This is an optimization exercise on Yosys and OpenROAD, whose aim is small area, not a production implementation.
Only simulation tests tie the RTL to the original design; equivalence was not proved.
No driver is modelled on the clock port, so clocking that relies on it looks cheaper here than on a real chip.
Power is estimated from default activity; no workload was simulated.

===== flow/config.mk =====
export PLATFORM = sky130hd
export DESIGN_NAME = uart_axis_bridge
export DESIGN_NICKNAME = uart_axis_bridge
export VERILOG_FILES = /design/flow/design.v
export SDC_FILE = /design/flow/constraint.sdc
export NUM_CORES = 4
export LEC_CHECK = 0
export CAP_MARGIN = 20
export CORE_MARGIN = 2
export CORE_UTILIZATION = 70
export PLACE_DENSITY = 0.85
export SLEW_MARGIN = 20

===== flow/constraint.sdc =====
create_clock -name core_clock -period 10.0 [get_ports {clk}]
set_input_delay 2.0000 -clock core_clock [delete_from_list [all_inputs] [get_ports {clk}]]
set_output_delay 2.0000 -clock core_clock [all_outputs]
set_load 0.01 [all_outputs]

===== flow/design.v =====
module speed_rx(
	input clk,
	input bps_start,
	output clk_bps,
	output at_436
    );
localparam [9:0] INV = 10'b1110100010;
localparam [9:0] LOAD = 10'b0001100011;	 
localparam [9:0] G = 10'b0011100110;	 
localparam [9:0] J = 10'b0000100000;	 
localparam [9:0] JUMP = 10'b0000101000;	 
reg [9:0] t;
wire [9:0] s = t ^ INV;
assign clk_bps = ~s[0] & ~s[1] & s[2] & ~s[4] & ~s[5] & ~s[6] & ~s[7] & ~s[8];
assign at_436 = ~s[0] & ~s[1] & ~s[2] & s[3] & ~s[4] & ~s[6] & ~s[8] & ~s[9];
wire [9:0] shifted = {s[8:0], s[6] ^ s[9]};
wire [9:0] counted = clk_bps ? (shifted & ~J) | (JUMP & J) : shifted;
wire [9:0] s_next = bps_start ? counted : (counted & ~G) | (LOAD & G);
always @(posedge clk)
	t <= s_next ^ INV;
endmodule
module speed_tx(
	input clk,
	input bps_start,
	output clk_bps
    );
localparam [9:0] INV = 10'b0011000100;
localparam [9:0] LOAD = 10'b0011000000;	 
localparam [9:0] G = 10'b0101000100;	 
localparam [9:0] J = 10'b0100001000;	 
localparam [9:0] JUMP = 10'b0000100001;	 
reg [9:0] t;
wire [9:0] s = t ^ INV;
assign clk_bps = ~s[0] & ~s[1] & s[2] & ~s[3] & s[4] & ~s[5] & ~s[6] & s[7] & ~s[8];
wire [9:0] shifted = {s[8:0], s[2] ^ s[9]};
wire [9:0] counted = clk_bps ? (shifted & ~J) | (JUMP & J) : shifted;
wire [9:0] s_next = bps_start ? counted : (counted & ~G) | (LOAD & G);
always @(posedge clk)
	t <= s_next ^ INV;
endmodule
module uart_rx(
	input clk,
	input rst_n,
	input uart_rx,
	input clk_bps,
	input at_436,
	output bps_start,
	output [7:0] rx_data,
	output rx_done
    );
reg [2:0] q;
wire neg_uart_rx = q[2];
always @(posedge clk or negedge rst_n) begin
	if (!rst_n)
		q <= 3'b000;
	else
		q <= {~uart_rx & q[1] & ~q[0], q[0] & (uart_rx | q[1]), uart_rx};
end
reg rx_int;
reg sr0;
reg [8:1] srs;
localparam [8:1] SRINV = 8'b10110100;
wire [8:1] sr = srs ^ SRINV;
wire last = sr0 & at_436;
always @(posedge clk or negedge rst_n) begin
	if (!rst_n)
		rx_int <= 1'b0;
	else if (neg_uart_rx)
		rx_int <= 1'b1;
	else if (last)
		rx_int <= 1'b0;
end
always @(posedge clk or negedge rst_n) begin
	if (!rst_n)
		sr0 <= 1'b1;
	else if (clk_bps)
		sr0 <= sr[1] & ~sr0;
end
always @(posedge clk) begin
	if (clk_bps)
		srs <= (sr0 ? 8'b1000_0000 : {uart_rx, sr[8:2]}) ^ SRINV;
end
assign bps_start = rx_int;
assign rx_data = sr[8:1];
assign rx_done = last & ~neg_uart_rx;
endmodule
module uart_tx(
	input clk,
	input rst_n,
	input clk_bps,
	input [7:0] rx_data,
	input [12:0] x_axis,
	input [12:0] y_axis,
	input [12:0] z_axis,
	input rx_done,
	output uart_tx,
	output bps_start
    );
reg [1:0] d;
wire go = d[1] & ~d[0];
always @(posedge clk or negedge rst_n) begin
	if (!rst_n)
		d <= 2'b00;
	else
		d <= {d[0], rx_done | (d[0] & ~d[1])};
end
wire cmd = ~rx_data[7] & rx_data[6] & rx_data[4] & rx_data[3] & ~rx_data[2];
wire sx = cmd & ~rx_data[1] & ~rx_data[0];
wire sy = cmd & ~rx_data[1] & rx_data[0];
wire sz = cmd & rx_data[1] & ~rx_data[0];
wire sxl = sx & rx_data[5], syl = sy & rx_data[5], szl = sz & rx_data[5];
wire sxh = sx & ~rx_data[5], syh = sy & ~rx_data[5], szh = sz & ~rx_data[5];
wire [7:0] lo = (x_axis[7:0] & {8{sxl}}) | (y_axis[7:0] & {8{syl}}) | (z_axis[7:0] & {8{szl}});
wire [4:0] hi = (x_axis[12:8] & {5{sxh}}) | (y_axis[12:8] & {5{syh}}) | (z_axis[12:8] & {5{szh}});
wire [7:0] reply = lo | {{3{hi[4]}}, hi};
reg [7:0] tx_data;
always @(posedge clk) begin
	if (go)
		tx_data <= reply;
end
reg [3:0] m;
reg uart_tx_r;
wire idle = m[3] & ~m[1] & m[0];	 
always @(posedge clk or negedge rst_n) begin
	if (!rst_n) begin
		m <= 4'd9;
		uart_tx_r <= 1'b1;
	end else begin
		if (go & idle)
			m <= 4'd15;
		else if (clk_bps)
			m <= m + 1'b1;
		if (clk_bps)
			uart_tx_r <= m[3] ? ~m[0] : tx_data[m[2:0]];
	end
end
assign uart_tx = uart_tx_r;
assign bps_start = ~idle;
endmodule
module uart_axis_bridge(
	input clk,
	input rst_n,
	input uart_rx,
	input [12:0] x_axis,
	input [12:0] y_axis,
	input [12:0] z_axis,
	output uart_tx
    );
wire bps_start1,bps_start2;
wire clk_bps1,clk_bps2;
wire at_436_1;
wire [7:0] rx_data;
wire rx_done;
speed_rx speed_rx(
	.clk(clk),
	.bps_start(bps_start1),
	.clk_bps(clk_bps1),
	.at_436(at_436_1)
);
uart_rx rx_i(
	.clk(clk),
	.rst_n(rst_n),
	.uart_rx(uart_rx),
	.clk_bps(clk_bps1),
	.at_436(at_436_1),
	.bps_start(bps_start1),
	.rx_data(rx_data),
	.rx_done(rx_done)
);
speed_tx speed_tx(
	.clk(clk),
	.bps_start(bps_start2),
	.clk_bps(clk_bps2)
);
uart_tx tx_i(
	.clk(clk),
	.rst_n(rst_n),
	.clk_bps(clk_bps2),
	.rx_data(rx_data),
	.x_axis(x_axis),
	.y_axis(y_axis),
	.z_axis(z_axis),
	.rx_done(rx_done),
	.uart_tx(uart_tx),
	.bps_start(bps_start2)
);
endmodule

===== flow/flow/run.sh =====
#!/bin/bash
# The standard layout, with four changes: ABC maps the logic for area, the
# port buffers are the smallest buffer cell, CTS adds no dummy loads and
# builds the tree of small buffers, and after CTS fix_clk.tcl makes the
# leaf buffers stronger only where a flip-flop clock pin would see a slow
# edge (and the root buffer, which drives only buffers, smaller).
set -euo pipefail
here=$(pwd)
export AREA_ABC_SCRIPT=$here/flow/abc.script
export BUFFER_PORTS_ARGS="-buffer_cell sky130_fd_sc_hd__buf_1"
export CTS_ARGS="-sink_clustering_enable -repair_clock_nets -dont_use_dummy_load -root_buf sky130_fd_sc_hd__clkbuf_4 -buf_list sky130_fd_sc_hd__clkbuf_4"
export POST_CTS_TCL=$here/flow/fix_clk.tcl
export CLK_SLEW_TARGET=0.115
export CLK_BUF_BIG=sky130_fd_sc_hd__clkbuf_8
export CLK_ROOT_BUF=sky130_fd_sc_hd__clkbuf_1
bash standard.sh SYNTH_SCRIPT=$here/flow/synth.tcl finish > make_finish.log 2>&1

===== flow/flow/abc.script =====
strash
dch -f
amap -F 20 -A 40
topo

===== flow/flow/fix_clk.tcl =====
# Clock tree buffers whose flip-flop clock pins would see a slow edge are
# made stronger; the others stay small.
estimate_parasitics -placement
set block [ord::get_db_block]
foreach inst [$block getInsts] {
  set master [[$inst getMaster] getName]
  if {![string match "sky130_fd_sc_hd__clkbuf_*" $master]} { continue }
  set net [[$inst findITerm X] getNet]
  if {$net == "NULL"} { continue }
  set worst 0.0
  foreach pin [get_pins -of_objects [get_nets [$net getName]]] {
    if {![string match "*/CLK" [get_full_name $pin]]} { continue }
    set s [get_property $pin slew_max]
    if {$s > $worst} { set worst $s }
  }
  if {$worst == 0.0} {
    # drives only other clock buffers
    if {$master != $::env(CLK_ROOT_BUF)} {
      puts "fix_clk: [$inst getName] drives no flip-flop, $master -> $::env(CLK_ROOT_BUF)"
      replace_cell [$inst getName] $::env(CLK_ROOT_BUF)
    }
  } elseif {$worst > $::env(CLK_SLEW_TARGET)} {
    puts "fix_clk: [$inst getName] clock pin slew $worst, $master -> $::env(CLK_BUF_BIG)"
    replace_cell [$inst getName] $::env(CLK_BUF_BIG)
  }
}
detailed_placement
check_placement -verbose
estimate_parasitics -placement

===== flow/flow/synth.tcl =====
# The standard flow's synthesis script (synth_recipe.tcl), with ABC mapping the logic for
# area instead of speed. Everything but the ABC script is unchanged, so the
# registers are the standard synthesis's.
proc synth {args} { yosys synth -nofsm -noshare {*}$args }
proc abc {args} {
  set i [lsearch -exact $args -script]
  lset args [expr {$i + 1}] $::env(AREA_ABC_SCRIPT)
  yosys abc {*}$args
}
source $::env(SCRIPTS_DIR)/synth.tcl
# left out here: clear keep_hierarchy, flatten, clean up, hide names made inside functions, write 1_2_yosys.v

===== flow/standard.sh =====
#!/bin/bash
# synth_recipe.tcl (not shown) runs the flow's synth.tcl, then flattens the netlist and writes it again
# the make line also repeats each setting of config.mk as NAME=value (left out here)
make -C /OpenROAD-flow-scripts/flow DESIGN_CONFIG=/design/flow/config.mk WORK_HOME=/design/flow/orfs CLKGATE_MAP_FILE= SYNTH_SCRIPT=/design/flow/synth_recipe.tcl "${@:-finish}"

==> impl_metrics.ini, run 1 <==
[flow_run]
maxCapViolCount = 0

[power]
p_per_area_nw_per_um2 = 186
p_switching_w = 0.0000960
peakVddDrop_mv = 0.191
pwr-share-clk = 0.203
sw_frac_of_total = 0.257
combinationalPowerShare = 0.097
seq_power_share = 0.700
leakagePower_nw = 0.745
p_int_w = 0.000277

[worst_setup_path]
crit_path_max_incr_delay_ns = 0.54
cp-start-kind = flop
slowest_stage = dfstp_2
path_class = reg -> out
path_max_fanout = 2
cp.arrival_ns = 1.14
path_buf_inv = 1
endpoint_kind = output port
critPathTopFamily = flip-flops
worstPathRequired_ns = 8.00
crit_chain = buf_1

[floorplan]
core_area_um2 = 2430
die_x_um = 54.3
die-area_um2 = 2950
placementRows = 18
die_y_um = 54.3
start_util = 0.729
io_pins = 43

[grt]
grt_pass1_vias = 1286
grt_util_all_layers = 0.278
grt_max_degree = 17
grt_pass1_wl_mm = 5.58
grt_overflow = 0
antenna_found_initial = 0

[timing]
maxSlewViolCount = 0
whs_ns = 0.362
clock_skew_ns = 0.0239
rsz0062_at_grt = no
setup_tns_ns = 0
setup_viol = 0
fmax_mhz = 318
hold_viol = 0
fin_crit_sh = 0.314
period_needed_ns = 3.14
worst-slew-pin-transition_ns = 0.782
relSlewSlack = 0.477

[route]
firstDrtPassIters = 7
drt-initial-drc-count = 115
routed-via-count = 1449
wl_per_cell_um = 17.0
via_per_inst = 6.38
drt-total-wl_mm = 3.87
drt.antenna.violating_nets = 0
drc_errors = 0

[clock_network]
clk_pin_slew_worst_paths_ns = 0.09
cts_tree = yes
numClockSinks = 48
worst_skew_pair.late_latency_ns = 0.49

[status]
status = timing/DRC/antenna clean

[placed_design]
dpl_cell_area_um2 = 1970
io_buffers = 42
dpl.hpwl_mm = 2.92
gp_congestion = 0.762
placedCellCount = 222

[layout]
fin_nets = 242
layout-drive-gt1-share = 0.0406
antenna_cells = 0
syn_to_final_growth_pct = 13.3
fin_area_um2 = 2010
n_fill_cell = 138
final_util = 0.826
final_cells = 227

[synth]
synth_edf_count = 16
synthCells = 150
synth_top_area_share = 0.271
syn_area_per_cell_um2 = 11.8
synthFlopType = dfxtp_1
synthTopCellsByArea = edfxtp_1 (27%), dfxtp_1 (23%), dfrtp_1 (11%)
ys_types = 30
ys_seq_area_frac = 0.669
syn-num-nets = 193
ys_ff_latch = 48
yosysWarnings = 4
synth_top_cell_by_area = edfxtp_1
async_reset_ff_frac = 0.250
syn-cell-area_um2 = 1770

[min_path]
hold_class = reg -> reg
cells by family (layout without fill, tap and decap cells):
family                     after synthesis  count (layout)  synth area share
and+or+nand+nor                         55              55             0.143
DFF                                     48              48             0.669
AOI/OAI and AO/OA                       32              32             0.151
buffers and inverters                   14              61            0.0296
adders and majority gates                1               1           0.00706
placed cells by master, fill, tap and decap left out, types with 3 or more instances in the layout:
cell / n
o21ai_0: 5
nor4_1: 3
dfstp_2: 4
a221oi_1: 4
dfxtp_1: 20
a222oi_1: 13
nor3_1: 4
clkinv_1: 14
buf_1: 42
nand2_1: 18
dfrtp_1: 8
or3_1: 3
clkbuf_4: 3
nor2_1: 18
edfxtp_1: 16
synth_stat cells (2+ instances only):
| cell | number |
|---|---|
| edfxtp_1 | 16 |
| dfxtp_1 | 20 |
| nor2_1 | 18 |
| a222oi_1 | 13 |
| dfrtp_1 | 8 |
| nor3_1 | 4 |
| clkinv_1 | 14 |
| nand2_1 | 18 |
| a221oi_1 | 4 |
| nor4_1 | 3 |
| o21a_1 | 2 |
| nand3_1 | 2 |
| dfstp_2 | 4 |
| or3_1 | 3 |
| nand4b_1 | 2 |
| o21ai_0 | 5 |
area by class of cell:
class                   instances  area [um^2]  share of cell area
flip-flops and latches         48         1190               0.591
multi-input cells              88          534               0.266
repair buffers                 42          158              0.0785
inverters                      14         52.6              0.0262
clock buffers                   5         40.0              0.0199
well taps                      30         37.5              0.0187
registers in the layout, summed over array words and instances (netlist names):
| signal | count |
|---|---|
| tx_i.d | 2 |
| speed_tx.t | 10 |
| rx_i.srs | 8 |
| rx_i.rx_int | 1 |
| rx_i.sr0 | 1 |
| tx_i.m | 4 |
| rx_i.q | 3 |
| tx_i.tx_data | 8 |
| speed_rx.t | 10 |
| tx_i.uart_tx_r | 1 |
layer usage:
layer,global-route usage,wire (um)
met4,0.113,46
met1,0.341,1570
met3,0.0656,223
met2,0.474,2030
met5,0,0
power by group through the flow:
stage	clock network, W	logic [W]	registers (W)
after global routing	0.0000864	0.0000423	0.000265
after floorplan	0	0.0000228	0.000256
final	0.0000758	0.0000360	0.000261
after global placement	0	0.0000322	0.000261
after detailed placement	0	0.0000364	0.000264
through the flow:
| stage | power (W) | worst slack, ns |
|---|---|---|
| floorplan | 0.000279 | 7.22 |
| global placement | 0.000293 | 7.03 |
| detailed placement | 0.000300 | 6.92 |
| global route | 0.000394 | 6.77 |
| finish | 0.000373 | 6.86 |
final timing paths:
kind | startpoint | to | slack (ns) | depth (start not counted)
setup / recovery | tx_i.uart_tx_r | uart_tx | 6.86 | 1
hold / removal | speed_tx.t[6] | speed_tx.t[7] | 0.36 | 0
setup reg to reg | speed_tx.t[1] | tx_i.m[3] | 7.89 | 7
hold reg to reg | speed_tx.t[6] | speed_tx.t[7] | 0.36 | 0
max in group asynchronous | rst_n | tx_i.d[1] | 8.08 | 1
min in group asynchronous | rst_n | rx_i.q[2] | 1.49 | 1
==> run 2, diff against run 1 <==
--- a/flow/config.mk
+++ b/flow/config.mk
@@ -7,6 +7,6 @@
 export LEC_CHECK = 0
 export CAP_MARGIN = 20
 export CORE_MARGIN = 2
-export CORE_UTILIZATION = 70
-export PLACE_DENSITY = 0.85
+export CORE_UTILIZATION = 55
+export PLACE_DENSITY = 0.7
 export SLEW_MARGIN = 20
==> run 2 against run 1 <==
Effect of this change: still clean on timing, DRC and antenna; sequential power hardly changed; hold slack worse by 0.0041 ns; combinational power is 4% lower; power is 1.6% lower; wire length is 16% lower; count of clock-buffer cells in the layout stayed put; non-clock buffer count stayed put; critical path depth stayed put; global-route usage is 8.0 points lower; largest cell class unchanged.
==> impl_metrics.ini, run 2 <==
[worst_setup_path]
crit_chain = buf_1
cp-start-kind = flop
slowest_stage = dfstp_2
endpoint_kind = output port
path_max_fanout = 2
critPathTopFamily = flip-flops
worstPathRequired_ns = 8.00
crit_path_max_incr_delay_ns = 0.54
path_class = reg -> out
path_buf_inv = 1
cp.arrival_ns = 1.08

[power]
combinationalPowerShare = 0.094
sw_frac_of_total = 0.245
seq_power_share = 0.705
p_per_area_nw_per_um2 = 181
pwr-share-clk = 0.201
peakVddDrop_mv = 0.137
p_int_w = 0.000277
p_switching_w = 0.0000900
leakagePower_nw = 0.745

[floorplan]
core_area_um2 = 3050
die-area_um2 = 3690
die_x_um = 60.8
io_pins = 43
placementRows = 20
start_util = 0.581
die_y_um = 60.8

[synth]
synth_most_common_cell = dfxtp_1
syn-cell-area_um2 = 1770
synthTopCellsByArea = edfxtp_1 (27%), dfxtp_1 (23%), dfrtp_1 (11%)
synth_edf_count = 16
ys_seq_area_frac = 0.669
synthCells = 150
synth_top_area_share = 0.271
synthTopCellsByCount = dfxtp_1 (20), nand2_1 (18), nor2_1 (18)
syn-num-nets = 193
yosysWarnings = 4
synthFlopType = dfxtp_1
synth_top_cell_by_area = edfxtp_1
ys_types = 30
async_reset_ff_frac = 0.250
ys_ff_latch = 48
syn_area_per_cell_um2 = 11.8

[route]
via_per_inst = 5.68
routed-via-count = 1370
wl_per_cell_um = 13.5
drc_errors = 0
drt-total-wl_mm = 3.26
firstDrtPassIters = 4
drt.antenna.violating_nets = 0
drt-initial-drc-count = 107

[timing]
setup_viol = 0
fmax_mhz = 324
maxSlewViolCount = 0
fin_crit_sh = 0.308
relSlewSlack = 0.519
period_needed_ns = 3.08
clock_skew_ns = 0.0206
hold_viol = 0
worst-slew-pin-transition_ns = 0.720
setup_tns_ns = 0
rsz0062_at_grt = no

[grt]
grt_pass1_vias = 1224
grt_util_all_layers = 0.198
grt_overflow = 0
antenna_found_initial = 0
grt_max_degree = 17
grt_pass1_wl_mm = 5.31

[status]
status = timing/DRC/antenna clean

[flow_run]
maxCapViolCount = 0

[placed_design]
gp_congestion = 0.805
io_buffers = 42
placedCellCount = 236
dpl.hpwl_mm = 2.51

[layout]
final_util = 0.664
layout-drive-gt1-share = 0.0406
antenna_cells = 0
largestRegisters = speed_rx.t (10), speed_tx.t (10)
syn_to_final_growth_pct = 14.3
fin_nets = 242
final_cell_mix = buf_1 (42), dfxtp_1 (20), nand2_1 (18), nor2_1 (18), edfxtp_1 (16)
final_common_cell = buf_1
final_cells = 241

[min_path]
hold_class = reg -> reg

[clock_network]
cts_tree = yes
clk_pin_slew_worst_paths_ns = 0.09
worst_skew_pair.late_latency_ns = 0.42
numClockSinks = 48
run 2: cell counts after synthesis:
Identical to the previous run, type by type.
run 2: layout make-up:
type | count | area (um^2)
Sequential cell | 48 | 1190
Fill cell | 250 | 1030
Tap cell | 44 | 55.1
Inverter | 14 | 52.6
Timing Repair Buffer | 42 | 158
Clock buffer | 5 | 40.0
Multi-Input combinational cell | 88 | 534
run 2: logic make-up after synthesis:
kind of cell	after synthesis	share of synthesized area
AOI/OAI and AO/OA	32	0.151
adders and majority gates	1	0.00706
buffers and inverters	14	0.0296
DFF	48	0.669
and+or+nand+nor	55	0.143
run 2: power groups by stage:
| stage | registers, W | logic (W) | clock network, W |
|---|---|---|---|
| 3_3_place_gp | 0.000261 | 0.0000328 | 0 |
| 6_report | 0.000259 | 0.0000346 | 0.0000736 |
| 5_1_grt | 0.000264 | 0.0000399 | 0.0000834 |
| 3_5_place_dp | 0.000263 | 0.0000351 | 0 |
| 2_1_floorplan | 0.000256 | 0.0000228 | 0 |
run 2: final timing paths:
check	startpoint	to	slack, ns	depth (start not counted)
setup reg to reg	speed_tx.t[1]	tx_i.m[3]	7.94	7
min in group asynchronous	rst_n	tx_i.d[0]	1.55	1
hold reg to reg	speed_tx.t[8]	speed_tx.t[9]	0.36	0
setup / recovery	tx_i.uart_tx_r	uart_tx	6.92	1
max in group asynchronous	rst_n	tx_i.d[1]	8.03	1
hold / removal	speed_tx.t[8]	speed_tx.t[9]	0.36	0
run 2: stage by stage:
step / power [W] / setup slack [ns] / hold slack, ns / area [um^2]
2_1_floorplan: 0.000279 / 7.22 / 0.330 / 1770
3_3_place_gp: 0.000294 / 7.04 / 0.338 / 1990
3_5_place_dp: 0.000298 / 6.99 / 0.340 / 1990
5_1_grt: 0.000387 / 6.81 / 0.366 / 2030
6_report: 0.000367 / 6.92 / 0.358 / 2030
run 2: metal layers:
metal / part of all wire / GRT usage / vias to the layer above
li1: - / - / 664
met1: 0.44 / 0.278 / 664
met2: 0.51 / 0.296 / 36
met3: 0.041 / 0.0576 / 6
met4: 0.014 / 0.0683 / 0
met5: 0 / 0 / -
==> run 3, diff against run 2 <==
--- a/flow/flow/run.sh
+++ b/flow/flow/run.sh
@@ -10,7 +10,7 @@
 export BUFFER_PORTS_ARGS="-buffer_cell sky130_fd_sc_hd__buf_1"
 export CTS_ARGS="-sink_clustering_enable -repair_clock_nets -dont_use_dummy_load -root_buf sky130_fd_sc_hd__clkbuf_4 -buf_list sky130_fd_sc_hd__clkbuf_4"
 export POST_CTS_TCL=$here/flow/fix_clk.tcl
-export CLK_SLEW_TARGET=0.115
+export CLK_SLEW_TARGET=0.122
 export CLK_BUF_BIG=sky130_fd_sc_hd__clkbuf_8
 export CLK_ROOT_BUF=sky130_fd_sc_hd__clkbuf_1
 bash standard.sh SYNTH_SCRIPT=$here/flow/synth.tcl finish > make_finish.log 2>&1
==> run 3 against run 2 <==
Effect of this change: wire length did not move; combinational power about the same; core utilization did not move; design area did not move; still clean; sequential power is essentially flat; largest power group unchanged.
==> impl_metrics.ini, run 3 <==
[placed_design]
dpl.hpwl_mm = 2.51
gp_congestion = 0.805
dpl_cell_area_um2 = 1990
placedCellCount = 236
io_buffers = 42

[floorplan]
die_x_um = 60.8
die-area_um2 = 3690
io_pins = 43
placementRows = 20
core_area_um2 = 3050
die_y_um = 60.8
start_util = 0.581

[grt]
grt_util_all_layers = 0.198
grt_max_degree = 17
grt_pass1_vias = 1224
antenna_found_initial = 0
grt_pass1_wl_mm = 5.31
grt_overflow = 0

[synth]
syn_area_per_cell_um2 = 11.8
synthFlopType = dfxtp_1
synthCells = 150
yosysWarnings = 4
syn-cell-area_um2 = 1770
async_reset_ff_frac = 0.250
synth_top_area_share = 0.271
ys_seq_area_frac = 0.669
synthTopCellsByArea = edfxtp_1 (27%), dfxtp_1 (23%), dfrtp_1 (11%)
synth_top_cell_by_area = edfxtp_1
synth_edf_count = 16
synthTopCellsByCount = dfxtp_1 (20), nand2_1 (18), nor2_1 (18)
ys_types = 30
ys_ff_latch = 48
synth_most_common_cell = dfxtp_1
syn-num-nets = 193

[layout]
fin_area_um2 = 2030
antenna_cells = 0
largestRegisters = speed_rx.t (10), speed_tx.t (10)
final_cells = 241
syn_to_final_growth_pct = 14.3
final_common_cell = buf_1
final_cell_mix = buf_1 (42), dfxtp_1 (20), nand2_1 (18), nor2_1 (18), edfxtp_1 (16)
layout-drive-gt1-share = 0.0406
fin_nets = 242

[clock_network]
worst_skew_pair.late_latency_ns = 0.42
cts_tree = yes
clk_pin_slew_worst_paths_ns = 0.09
numClockSinks = 48

[route]
drt-initial-drc-count = 107
drt-total-wl_mm = 3.26
firstDrtPassIters = 4
drc_errors = 0
wl_per_cell_um = 13.5
drt.antenna.violating_nets = 0
via_per_inst = 5.68
routed-via-count = 1370

[timing]
fin_crit_sh = 0.308
hold_viol = 0
setup_viol = 0
clock_skew_ns = 0.0206
worst-slew-pin-transition_ns = 0.720
relSlewSlack = 0.519
period_needed_ns = 3.08
rsz0062_at_grt = no
whs_ns = 0.358
maxSlewViolCount = 0
fmax_mhz = 324
setup_tns_ns = 0

[worst_setup_path]
cp.arrival_ns = 1.08
worstPathRequired_ns = 8.00
cp-start-kind = flop
path_class = reg -> out
crit_chain = buf_1
path_max_fanout = 2
endpoint_kind = output port
path_buf_inv = 1
critPathTopFamily = flip-flops
crit_path_max_incr_delay_ns = 0.54
slowest_stage = dfstp_2

[min_path]
hold_class = reg -> reg

[flow_run]
maxCapViolCount = 0

[power]
leakagePower_nw = 0.745
peakVddDrop_mv = 0.137
p_per_area_nw_per_um2 = 181

[status]
status = timing/DRC/antenna clean
-- run 3: cell counts in the layout (fill, tap and decap cells not counted) --
No cell type changed its count.
-- run 3: final cells by class --
class	count	area (um^2)
clock buffer	5	40.0
fill	250	1030
inverter	14	52.6
multi-input combinational	88	534
sequential	48	1190
tap	44	55.1
timing repair buffer	42	158
-- run 3: layer usage --
metal	global-route usage	wire, um	up-vias
met5	0	0	-
met1	0.278	1430	664
met2	0.296	1650	36
li1	-	-	664
met4	0.0683	44	0
met3	0.0576	135	6
-- run 3: per-stage QoR --
| step | total power, W | util | setup slack [ns] |
|---|---|---|---|
| final | 0.000367 | 0.664 | 6.92 |
| after global routing | 0.000387 | 0.664 | 6.81 |
| after detailed placement | 0.000298 | 0.650 | 6.99 |
| after global placement | 0.000294 | 0.650 | 7.04 |
| after floorplan | 0.000279 | - | 7.22 |
-- run 3: path summary, 6_finish.rpt --
path                       cells past startpoint           start            end  slack, ns
max reg2reg                                    7   speed_tx.t[1]      tx_i.m[3]       7.94
min                                            0   speed_tx.t[8]  speed_tx.t[9]       0.36
max in group asynchronous                      1           rst_n      tx_i.d[1]       8.03
min reg2reg                                    0   speed_tx.t[8]  speed_tx.t[9]       0.36
min in group asynchronous                      1           rst_n      tx_i.d[0]       1.55
max                                            1  tx_i.uart_tx_r        uart_tx       6.92
-- run 3: logic make-up after synthesis --
kind of cell             synth area share
AND/OR/NAND/NOR                     0.143
flip-flops                          0.669
AO/OA/AOI/OAI                       0.151
buffers and inverters              0.0296
adder cells (fa/ha/maj)           0.00706
-- run 3: power by group --
group	leakage (nW)	internal, W	switching [W]
Sequential	0.467	0.000237	0.0000216
Clock	0.0222	0.0000244	0.0000492
Combinational	0.256	0.0000153	0.0000193
==> run 4, diff against run 3 <==
--- a/flow/design.v
+++ b/flow/design.v
@@ -61,7 +61,7 @@
 reg [8:1] srs;
 localparam [8:1] SRINV = 8'b10110100;
 wire [8:1] sr = srs ^ SRINV;
-wire last = sr0 & at_436;
+wire last = sr0 & at_436 & rx_int;
 always @(posedge clk or negedge rst_n) begin
 	if (!rst_n)
 		rx_int <= 1'b0;
@@ -73,7 +73,7 @@
 always @(posedge clk or negedge rst_n) begin
 	if (!rst_n)
 		sr0 <= 1'b1;
-	else if (clk_bps)
+	else if (clk_bps & rx_int)
 		sr0 <= sr[1] & ~sr0;
 end
 always @(posedge clk) begin
@@ -121,6 +121,7 @@
 reg [3:0] m;
 reg uart_tx_r;
 wire idle = m[3] & ~m[1] & m[0];	 
+wire p = clk_bps & ~idle;
 always @(posedge clk or negedge rst_n) begin
 	if (!rst_n) begin
 		m <= 4'd9;
@@ -128,9 +129,9 @@
 	end else begin
 		if (go & idle)
 			m <= 4'd15;
-		else if (clk_bps)
+		else if (p)
 			m <= m + 1'b1;
-		if (clk_bps)
+		if (p)
 			uart_tx_r <= m[3] ? ~m[0] : tx_data[m[2:0]];
 	end
 end
==> run 4 against run 3 <==
Effect of this change: non-clock buffer count rose by 1; synthesized area rose by 0.35%; global-route usage fell by 0.21 points; largest cell class unchanged; register-to-register slack barely moved; still clean on timing, DRC and antenna; worst setup slack got worse by 0.048 ns; largest power group unchanged; critical endpoint unchanged; die area rose by 0.33%; synthesized cell count rose by 2.7%; critical path type unchanged.
==> impl_metrics.ini, run 4 <==
[worst_setup_path]
endpoint_kind = output port
crit_chain = buf_1
reg2reg_from = tx_i.m[0]
path_max_fanout = 2
crit_path_max_incr_delay_ns = 0.54
path_buf_inv = 1
critPathTopFamily = flip-flops
path_class = reg -> out
rr_worst_depth = 7
r2r_slack_ns = 7.95
cp-start-kind = flop
slowest_stage = dfstp_2
worstPathRequired_ns = 8.00
cp.arrival_ns = 1.13
r2r_end = tx_i.m[1]

[power]
combinationalPowerShare = 0.082
p_switching_w = 0.0000810
leakagePower_nw = 0.755
p_per_area_nw_per_um2 = 170
pwr-share-clk = 0.198
sw_frac_of_total = 0.235
peakVddDrop_mv = 0.159
p_int_w = 0.000264
seq_power_share = 0.720

[synth]
synth_edf_count = 16
ys_ff_latch = 48
async_reset_ff_frac = 0.250
synthFlopType = dfxtp_1
synth_top_area_share = 0.270
ys_types = 26
synth_most_common_cell = nand2_1
synthTopCellsByCount = nand2_1 (22), dfxtp_1 (20), nor2_1 (19)
synthTopCellsByArea = edfxtp_1 (27%), dfxtp_1 (23%), dfrtp_1 (11%)
yosysWarnings = 4
syn-cell-area_um2 = 1780
synth_top_cell_by_area = edfxtp_1
syn_area_per_cell_um2 = 11.6
synthCells = 154
ys_seq_area_frac = 0.667
syn-num-nets = 197

[route]
via_per_inst = 5.63
drt.antenna.violating_nets = 0
firstDrtPassIters = 7
drc_errors = 0
wl_per_cell_um = 13.8
drt-total-wl_mm = 3.40
drt-initial-drc-count = 195
routed-via-count = 1385

[layout]
final_cell_mix = buf_1 (42), nand2_1 (22), dfxtp_1 (20), nor2_1 (19), edfxtp_1 (16)
syn_to_final_growth_pct = 14.3
layout-drive-gt1-share = 0.0446
largestRegisters = speed_rx.t (10), speed_tx.t (10)
antenna_cells = 0
n_fill_cell = 255
final_common_cell = buf_1
final_util = 0.666
fin_nets = 247

[grt]
grt_util_all_layers = 0.196
grt_max_degree = 14
grt_pass1_wl_mm = 5.26
antenna_found_initial = 0
grt_pass1_vias = 1241
grt_overflow = 0

[floorplan]
die-area_um2 = 3710
io_pins = 43
die_y_um = 60.9
core_area_um2 = 3050
placementRows = 20
start_util = 0.583
die_x_um = 60.9

[placed_design]
io_buffers = 42
dpl.hpwl_mm = 2.65
gp_congestion = 0.806

[clock_network]
clk_pin_slew_worst_paths_ns = 0.11
worst_skew_pair.late_latency_ns = 0.46
numClockSinks = 48
cts_tree = yes

[min_path]
hold_start = speed_tx.t[8]
hold_class = reg -> reg
whs_endpoint = speed_tx.t[9]
min_path_cells = 0

[timing]
clock_skew_ns = 0.0116
worst-slew-pin-transition_ns = 0.676
hold_viol = 0
setup_tns_ns = 0
relSlewSlack = 0.547
fin_crit_sh = 0.313
maxSlewViolCount = 0
rsz0062_at_grt = no
setup_viol = 0
fmax_mhz = 320
period_needed_ns = 3.13

[flow_run]
maxCapViolCount = 0

[status]
status = timing/DRC/antenna clean
-- run 4: worst reg2reg max path: cells and delay by family (launching register included) --
| kind | cells | cell delay (ns) |
|---|---|---|
| AND/OR/NAND/NOR | 2 | 0.65 |
| flip-flops | 1 | 0.59 |
| buffers and inverters | 3 | 0.45 |
| AO/OA/AOI/OAI | 2 | 0.25 |
-- run 4: power groups by stage --
stage	clock network, W	logic (W)	registers (W)
2_1_floorplan	0	0.0000174	0.000247
6_report	0.0000683	0.0000282	0.000248
3_3_place_gp	0	0.0000269	0.000252
3_5_place_dp	0	0.0000287	0.000252
5_1_grt	0.0000784	0.0000327	0.000253
-- run 4: cell type report --
| class | instances | area (um^2) | area share |
|---|---|---|---|
| clock buffer | 5 | 33.8 | 0.0166 |
| inverter | 15 | 56.3 | 0.0277 |
| multi-input combinational | 91 | 537 | 0.264 |
| sequential | 48 | 1190 | 0.583 |
| tap | 44 | 55.1 | 0.0271 |
| timing repair buffer | 43 | 165 | 0.0812 |
-- run 4: logic make-up (layout without fill, tap and decap cells) --
group | Yosys count | count (layout) | share of synthesized area
AO/OA/AOI/OAI | 33 | 33 | 0.150
buffers and inverters | 15 | 63 | 0.0316
adder cells (fa/ha/maj) | 1 | 1 | 0.00703
flip-flops | 48 | 48 | 0.667
AND/OR/NAND/NOR | 57 | 57 | 0.144
-- run 4: routing by layer --
layer / vias to the layer above / share of wire / GRT usage
met3: 10 / 0.054 / 0.0661
met1: 654 / 0.43 / 0.259
li1: 682 / - / -
met2: 39 / 0.50 / 0.303
met5: - / 0 / 0
met4: 0 / 0.014 / 0.0714
-- run 4: worst max path at each step --
| stage | from | to | slack (ns) | cells after the start |
|---|---|---|---|---|
| 2_1_floorplan | y_axis[12] | tx_i.tx_data[4] | 7.22 | 2 |
| 3_3_place_gp | y_axis[12] | tx_i.tx_data[7] | 7.06 | 3 |
| 3_5_place_dp | y_axis[12] | tx_i.tx_data[7] | 6.99 | 3 |
| 5_1_grt | tx_i.uart_tx_r | uart_tx | 6.77 | 1 |
| 6_report | tx_i.uart_tx_r | uart_tx | 6.87 | 1 |
-- run 4: per-stage QoR --
step                      setup slack (ns)  hold WS, ns  std cells  cell area, um^2  total power (W)
final                                 6.87        0.358        246             2030         0.000345
after global routing                  6.77        0.369        246             2030         0.000364
after detailed placement              6.99        0.338        241             2000         0.000281
after global placement                7.06        0.335        241             2000         0.000279
after floorplan                       7.22        0.324        154             1780         0.000265

[static timing again, ports no longer ideal]
No port has a modelled driver above. Below, the same layouts with a new extraction and two added sets of constraints. Step 1 assumes that a clkbuf_16 drives the clock port and a buf_2 every other input. Step 2 also shifts input and output timing later by t, the mid clock arrival at the registers, as if the neighbouring blocks saw the same clock. Slacks: no drivers / after step 1 / after step 2; pairs: no drivers / after step 1.
run | shift t [ns] | setup slack, ns | slew at the worst register clock pin (ns)
run 1 | 0.495 | 6.856 / 6.836 / 6.886 | 0.11 / 0.11
run 2 | 0.436 | 6.918 / 6.894 / 6.971 | 0.11 / 0.11
run 3 | 0.436 | 6.918 / 6.894 / 6.971 | 0.11 / 0.11
run 4 | 0.475 | 6.870 / 6.848 / 6.953 | 0.12 / 0.12
After both steps every run listed still meets setup and hold.
